Background: an optimization exercise with open tools, aiming at small area. Do not read the settings as production practice.
The RTL was checked by simulation tests, not by an equivalence proof against the original design.
Power is estimated from default activity; no workload was simulated.

// ddCapture
module ddCapture (
	input         clk,           
	input         nReset,        
	input  [9:0]  adc_databus,   
	input         testMode,      
	input         seqLoad,       
	input         adc128_sdat,   
	input         pcm_dout,      
	output [15:0] dataOut,       
	output        adc128_cs_n,
	output        adc128_sclk,
	output        adc128_din,
	output        pcm_bck,
	output        pcm_lrck,
	output        pcm_scki
);
Settings: LEC_CHECK=0, CAP_MARGIN=20, CORE_MARGIN=2, CORE_UTILIZATION=40, SLEW_MARGIN=20; clock period 25.0 ns.
standard.sh (not shown) runs the stock make flow with config.mk's settings and CLKGATE_MAP_FILE= SYNTH_SCRIPT=/design/flow/synth_recipe.tcl, a recipe that flattens the netlist after the stock synthesis.
==> flow/flow/run.sh <==
#!/bin/bash
# Own layout flow: the standard flow (standard.sh) with three changes to
# how the layout is made; the floorplan, power grid, taps, placement, routing
# and finish are the standard flow's, unchanged.
#  - synthesis: synth_recipe.tcl unchanged, except that the final ABC mapping
#    uses flow/abc_area.script (area-oriented mapping) instead of ORFS's speed
#    script. Registers are mapped by the same steps, so they keep their names
#    and cell types.
#  - clock tree: no dummy loads, clkbuf_8 buffers (CTS_ARGS)
#  - port buffers: the smallest buffer cell (BUFFER_PORTS_ARGS)
# Tool logs stay under orfs/logs/; make's output goes to flow_make.log.
set -euo pipefail
here=$(pwd)
export CTS_ARGS="-sink_clustering_enable -repair_clock_nets -dont_use_dummy_load -buf_list sky130_fd_sc_hd__clkbuf_8"
export BUFFER_PORTS_ARGS="-buffer_cell sky130_fd_sc_hd__buf_1"
{
  echo "proc abc {args} { set i [lsearch -exact \$args -script]; if {\$i >= 0} { lset args [expr {\$i + 1}] $here/flow/abc_area.script }; yosys abc {*}\$args }"
  cat synth_recipe.tcl
} > flow_synth.tcl
grep -q "SYNTH_SCRIPT=$here/synth_recipe.tcl" standard.sh
sed "s#SYNTH_SCRIPT=$here/synth_recipe.tcl#SYNTH_SCRIPT=$here/flow_synth.tcl#" standard.sh > flow_standard.sh
bash flow_standard.sh > flow_make.log 2>&1
==> flow/flow/abc_area.script <==
strash
&get -n
&st
&synch2
&nf
&put
strash
dc2
dch -f
amap -E 0.5
topo
stime -c
Edit:
==> flow/flow/abc_area.script (replaced) <==
strash
&get -n
&st
&synch2
&nf
&put
strash
dc2
dch -f
amap -F 4 -A 4
topo
stime -c
Total power rises by 0.42%.
Flip-flop and latch count stays the same.
Area after synthesis falls by 0.46%.
Routed wire length barely changes.
Count of clock-buffer cells in the layout stays the same.
Via count falls by 2.1%.
Combinational power stays flat.
Cell area falls by 0.42%.
Sequential share of layout area rises by 0.23 points.

Another version of the RTL of ddCapture (not shown whole).
Size: about 550 cells after synthesis, about 190 flip-flops, ~38 I/O pins, roughly 6800 um^2 of cells after synthesis.
// ddCapture
module ddCapture (
	input         clk,           
	input         nReset,        
	input  [9:0]  adc_databus,   
	input         testMode,      
	input         seqLoad,       
	input         adc128_sdat,   
	input         pcm_dout,      
	output [15:0] dataOut,       
	output        adc128_cs_n,
	output        adc128_sclk,
	output        adc128_din,
	output        pcm_bck,
	output        pcm_lrck,
	output        pcm_scki
);
export LEC_CHECK = 0
export CAP_MARGIN = 20
export CORE_MARGIN = 2
export CORE_UTILIZATION = 40
export SLEW_MARGIN = 20
create_clock -name core_clock -period 25.0 [get_ports {clk}]
==> flow/flow/abc_area.script <==
strash
&get -n
&st
&synch2
&nf
&put
strash
dc2
dch -f
amap
topo
stime -c
Scripts as last shown in full above: flow/flow/run.sh
The baseline finished clean.
Then changed:
==> flow/flow/abc_area.script (replaced) <==
strash
&get -n
&st
&synch2
&nf
&put
strash
dch -f
amap
topo
stime -c
Result: The changed run completed without violations; global-route usage went up by 0.55 points; core utilization went up by 0.22 points; fmax went down by 0.96%; cell area went up by 0.84%; setup slack loses 0.11 ns; clock skew stays flat; area after synthesis went up by 0.31%; clock power stays flat; flip-flop and latch count is unchanged.
Then changed:
==> flow/flow/run.sh (replaced) <==
#!/bin/bash
# Own layout flow: the standard flow (standard.sh), with two changes to how
# the layout is made:
#  - clock tree: larger sink clusters and no dummy loads (CTS_ARGS)
#  - port buffers: the smallest buffer cell (BUFFER_PORTS_ARGS)
# Everything else (synthesis, floorplan, power grid, taps, placement, routing,
# finish) is the standard flow unchanged. Full tool logs stay under orfs/logs/;
# the make output goes to flow_make.log in the work folder.
set -euo pipefail
export CTS_ARGS="-sink_clustering_enable -repair_clock_nets -dont_use_dummy_load -buf_list sky130_fd_sc_hd__clkbuf_8"
export BUFFER_PORTS_ARGS="-buffer_cell sky130_fd_sc_hd__buf_1"
bash standard.sh > flow_make.log 2>&1
removed: flow/flow/abc_area.script
The changed run passed the timing, DRC and antenna checks; via count is lower by 2.9%; total power is higher by 4.5%; worst hold slack is worse by 0.0038 ns.
Then changed:
==> flow/flow/run.sh (replaced) <==
#!/bin/bash
# Own layout flow: the standard flow (standard.sh) with three changes to
# how the layout is made; the floorplan, power grid, taps, placement, routing
# and finish are the standard flow's, unchanged.
#  - synthesis: synth_recipe.tcl unchanged, except that the final ABC mapping
#    uses flow/abc_area.script (area-oriented mapping) instead of ORFS's speed
#    script. Registers are mapped by the same steps, so they keep their names
#    and cell types.
#  - clock tree: no dummy loads, clkbuf_8 buffers (CTS_ARGS)
#  - port buffers: the smallest buffer cell (BUFFER_PORTS_ARGS)
# Tool logs stay under orfs/logs/; make's output goes to flow_make.log.
set -euo pipefail
here=$(pwd)
export CTS_ARGS="-sink_clustering_enable -repair_clock_nets -dont_use_dummy_load -buf_list sky130_fd_sc_hd__clkbuf_8"
export BUFFER_PORTS_ARGS="-buffer_cell sky130_fd_sc_hd__buf_1"
{
  echo "proc abc {args} { set i [lsearch -exact \$args -script]; if {\$i >= 0} { lset args [expr {\$i + 1}] $here/flow/abc_area.script }; yosys abc {*}\$args }"
  cat synth_recipe.tcl
} > flow_synth.tcl
grep -q "SYNTH_SCRIPT=$here/synth_recipe.tcl" standard.sh
sed "s#SYNTH_SCRIPT=$here/synth_recipe.tcl#SYNTH_SCRIPT=$here/flow_synth.tcl#" standard.sh > flow_standard.sh
bash flow_standard.sh > flow_make.log 2>&1
==> flow/flow/abc_area.script (new file) <==
strash
&get -n
&st
&synch2
&nf
&put
strash
dc2
dch -f
amap
topo
stime -c
Settings changed: CORE_UTILIZATION 40 to 60, PLACE_DENSITY set to 0.8.
=> Combinational power drops by 29%. Setup slack loses 0.18 ns. Global-route usage climbs by 8.0 points.
Then changed:
==> flow/flow/abc_area.script (replaced) <==
strash
&get -n
&st
&synch2
&nf
&put
strash
dch -f
map -a
topo
stime -c
Settings changed: CORE_UTILIZATION 60 to 40, PLACE_DENSITY 0.8 to not set.
What happened: Non-clock buffer count is unchanged. Sequential power hardly moves. Power went up by 0.67%. Die area rises by 52%. Via count is higher by 7.7%.
Then changed:
==> flow/flow/abc_area.script (replaced) <==
strash
&get -n
&st
&synch2
&nf
&put
strash
dc2
dch -f
amap
topo
stime -c
Settings changed: GPL_TIMING_DRIVEN set to 0.
Effect: The changed run passed the timing, DRC and antenna checks. Combinational power went up by a few percent. Register-to-register slack gets better by 0.14 ns. Setup slack is better by 0.098 ns. Core utilization rose by 0.93 points. Count of clock-buffer cells in the layout stays the same. Sequential share of layout area came out higher by 0.80 points. Synthesized area went down by a few percent. Final cell count fell by roughly a tenth. Fmax went up slightly. Design area falls slightly. Total power climbs slightly.

Setup of nickel:
ddCapture, a different RTL version from the one above (not shown whole).
Size: ~580 cells after synthesis, roughly 190 flip-flops, ~7500 sq um of cells after synthesis.
Settings: LEC_CHECK=0, CAP_MARGIN=20, CORE_MARGIN=2, CORE_UTILIZATION=40, CTS_BUF_LIST=sky130_fd_sc_hd__clkbuf_16, CTS_CLUSTER_DIAMETER=300, CTS_CLUSTER_SIZE=50, SLEW_MARGIN=20; clock period 25.0 ns.
run.sh (not shown) runs the stock make flow with config.mk's settings and CLKGATE_MAP_FILE= SYNTH_SCRIPT=/design/flow/synth_recipe.tcl, a recipe that flattens the netlist after the stock synthesis.
Stock flow here: none of the scripts above is used.
The inputs of cedar differ from those of nickel as listed below.
- CTS_CLUSTER_DIAMETER removed (was 300)
- CTS_BUF_LIST changed from sky130_fd_sc_hd__clkbuf_16 to sky130_fd_sc_hd__clkbuf_8
- CTS_CLUSTER_SIZE removed (was 50)
==> run notes <==
Via count of the routed design across nickel and cedar: no real change. Run comparison: cedar endpoint of the most critical setup path dataOut[6]; nickel endpoint of the most critical setup path dataOut[0]. Met2 track demand over resource in global routing: cedar vs nickel down 0.59 points. [compare] base=nickel new=cedar: global-route usage ~0 delta, power -about 10%, number of global-route vias before repair ~0 delta, maximum single-stage delay on the critical path ~0 delta, internal power summed over all cells -0.056 mW.

== the previous run ==
ddCapture with an RTL version that a note above also has.
Size in the first run: about 190 flip-flops, roughly 6700 um^2 of cells after synthesis.
clock: 25.0 ns
lec_check: 0
cap_margin: 20
core_margin: 2
core_utilization: 40
slew_margin: 20
standard.sh (not shown) runs the stock make flow with config.mk's settings and CLKGATE_MAP_FILE= SYNTH_SCRIPT=/design/flow/synth_recipe.tcl, a recipe that flattens the netlist after the stock synthesis.
==> flow/flow/run.sh <==
#!/bin/bash
# Own layout flow: the standard flow (standard.sh) with three changes to
# how the layout is made; the floorplan, power grid, taps, placement, routing
# and finish are the standard flow's, unchanged.
#  - synthesis: synth_recipe.tcl unchanged, except that the final ABC mapping
#    uses flow/abc_area.script (area-oriented mapping) instead of ORFS's speed
#    script. Registers are mapped by the same steps, so they keep their names
#    and cell types.
#  - clock tree: no dummy loads, clkbuf_8 buffers (CTS_ARGS)
#  - port buffers: the smallest buffer cell (BUFFER_PORTS_ARGS)
# Tool logs stay under orfs/logs/; make's output goes to flow_make.log.
set -euo pipefail
here=$(pwd)
export CTS_ARGS="-sink_clustering_enable -repair_clock_nets -dont_use_dummy_load -buf_list sky130_fd_sc_hd__clkbuf_8"
export BUFFER_PORTS_ARGS="-buffer_cell sky130_fd_sc_hd__buf_1"
{
  echo "proc abc {args} { set i [lsearch -exact \$args -script]; if {\$i >= 0} { lset args [expr {\$i + 1}] $here/flow/abc_area.script }; yosys abc {*}\$args }"
  cat synth_recipe.tcl
} > flow_synth.tcl
grep -q "SYNTH_SCRIPT=$here/synth_recipe.tcl" standard.sh
sed "s#SYNTH_SCRIPT=$here/synth_recipe.tcl#SYNTH_SCRIPT=$here/flow_synth.tcl#" standard.sh > flow_standard.sh
bash flow_standard.sh > flow_make.log 2>&1
==> flow/flow/abc_area.script <==
strash
&get -n
&st
&synch2
&nf
&put
strash
dc2
dch -f
amap -F 4 -A 4
topo
stime -c
The previous run was carried through to the last stage, and its layout satisfied the timing, DRC and antenna checks.
--- input diff the previous run..the current run ---
==> flow/flow/abc_area.script <==
strash
dch -f
map -a
strash
dch -f
map -a
topo
stime -c
Results
Per the final summary, the current run finished and its layout is clean on timing, DRC and antenna.
For the current run, the path type of the worst setup path was flip-flop to flip-flop, unlike the previous run, where it was input pin to output port.
Compared with the previous run, the current run shows a net switching power that is 3.6% higher.
Largest family of logic cells by synthesized area: simple AND/OR/NAND/NOR gates -> the current run, compound AO/OA/AOI/OAI gates -> the previous run
STATUS final setup skew: the current run wins against the previous run
Run comparison: the current run termination of the worst setup path dataGenerator0.sequenceCount[46]$_DFF_PN0_; the previous run termination of the worst setup path dataOut[7]
Summary of the current run over the previous run: register share of total power fell by 0.5 points; register share of the cell area fell by 1.7 points; power consumption rose by about 0.3%; area of the core rose by 3.6%.
Worst setup slack after layout: the current run vs the previous run down 0.011 ns
| clock network fraction of design power | higher: the current run |
In the reports for the previous run and the current run, the larger post-synthesis simple-gate area fraction belongs to the current run.

what the ideal ports hide:
How much do the figures lean on ideal ports? The routed layouts below were timed once more, with nothing changed but the port constraints. Step 1 assumes that a clkbuf_16 drives the clock port and a buf_2 every other input. Step 2 adds t to the input delays and takes it off the output delays; t is the mean of the earliest and latest rising clock arrival at the registers after step 1. Input paths then give back, and output paths get back, about the clock's delay inside the block. Three values: ideal ports, drivers, drivers and shift; two values: the first two.
run	shift t [ns]	setup WS [ns]	worst setup path at the end	worst slew at a driven data input, ns
the first run of note 1	0.482	13.860 / 13.837 / 13.837	input to output	0.04
the second run of note 1	0.488	13.823 / 13.796 / 13.796	input to output	0.03
the first run of note 2	0.483	13.778 / 13.751 / 13.751	input to output	0.03
the second run of note 2	0.479	13.669 / 13.669 / 13.669	register to register	0.03
the third run of note 2	0.498	13.901 / 13.901 / 13.901	register to register	0.04
the fourth run of note 2	0.469	13.723 / 13.696 / 13.696	input to output	0.03
the fifth run of note 2	0.483	13.614 / 13.614 / 13.614	register to register	0.03
the sixth run of note 2	0.482	13.712 / 13.685 / 13.685	input to output	0.03
nickel	0.467	13.361 / 13.336 / 13.336	input to output	0.04
cedar	0.499	13.353 / 13.328 / 13.328	input to output	0.04
the previous run	0.489	13.867 / 13.843 / 13.843	input to output	0.03
the current run	0.492	13.856 / 13.856 / 13.856	register to register	0.03
After both steps every run listed still meets setup and hold.
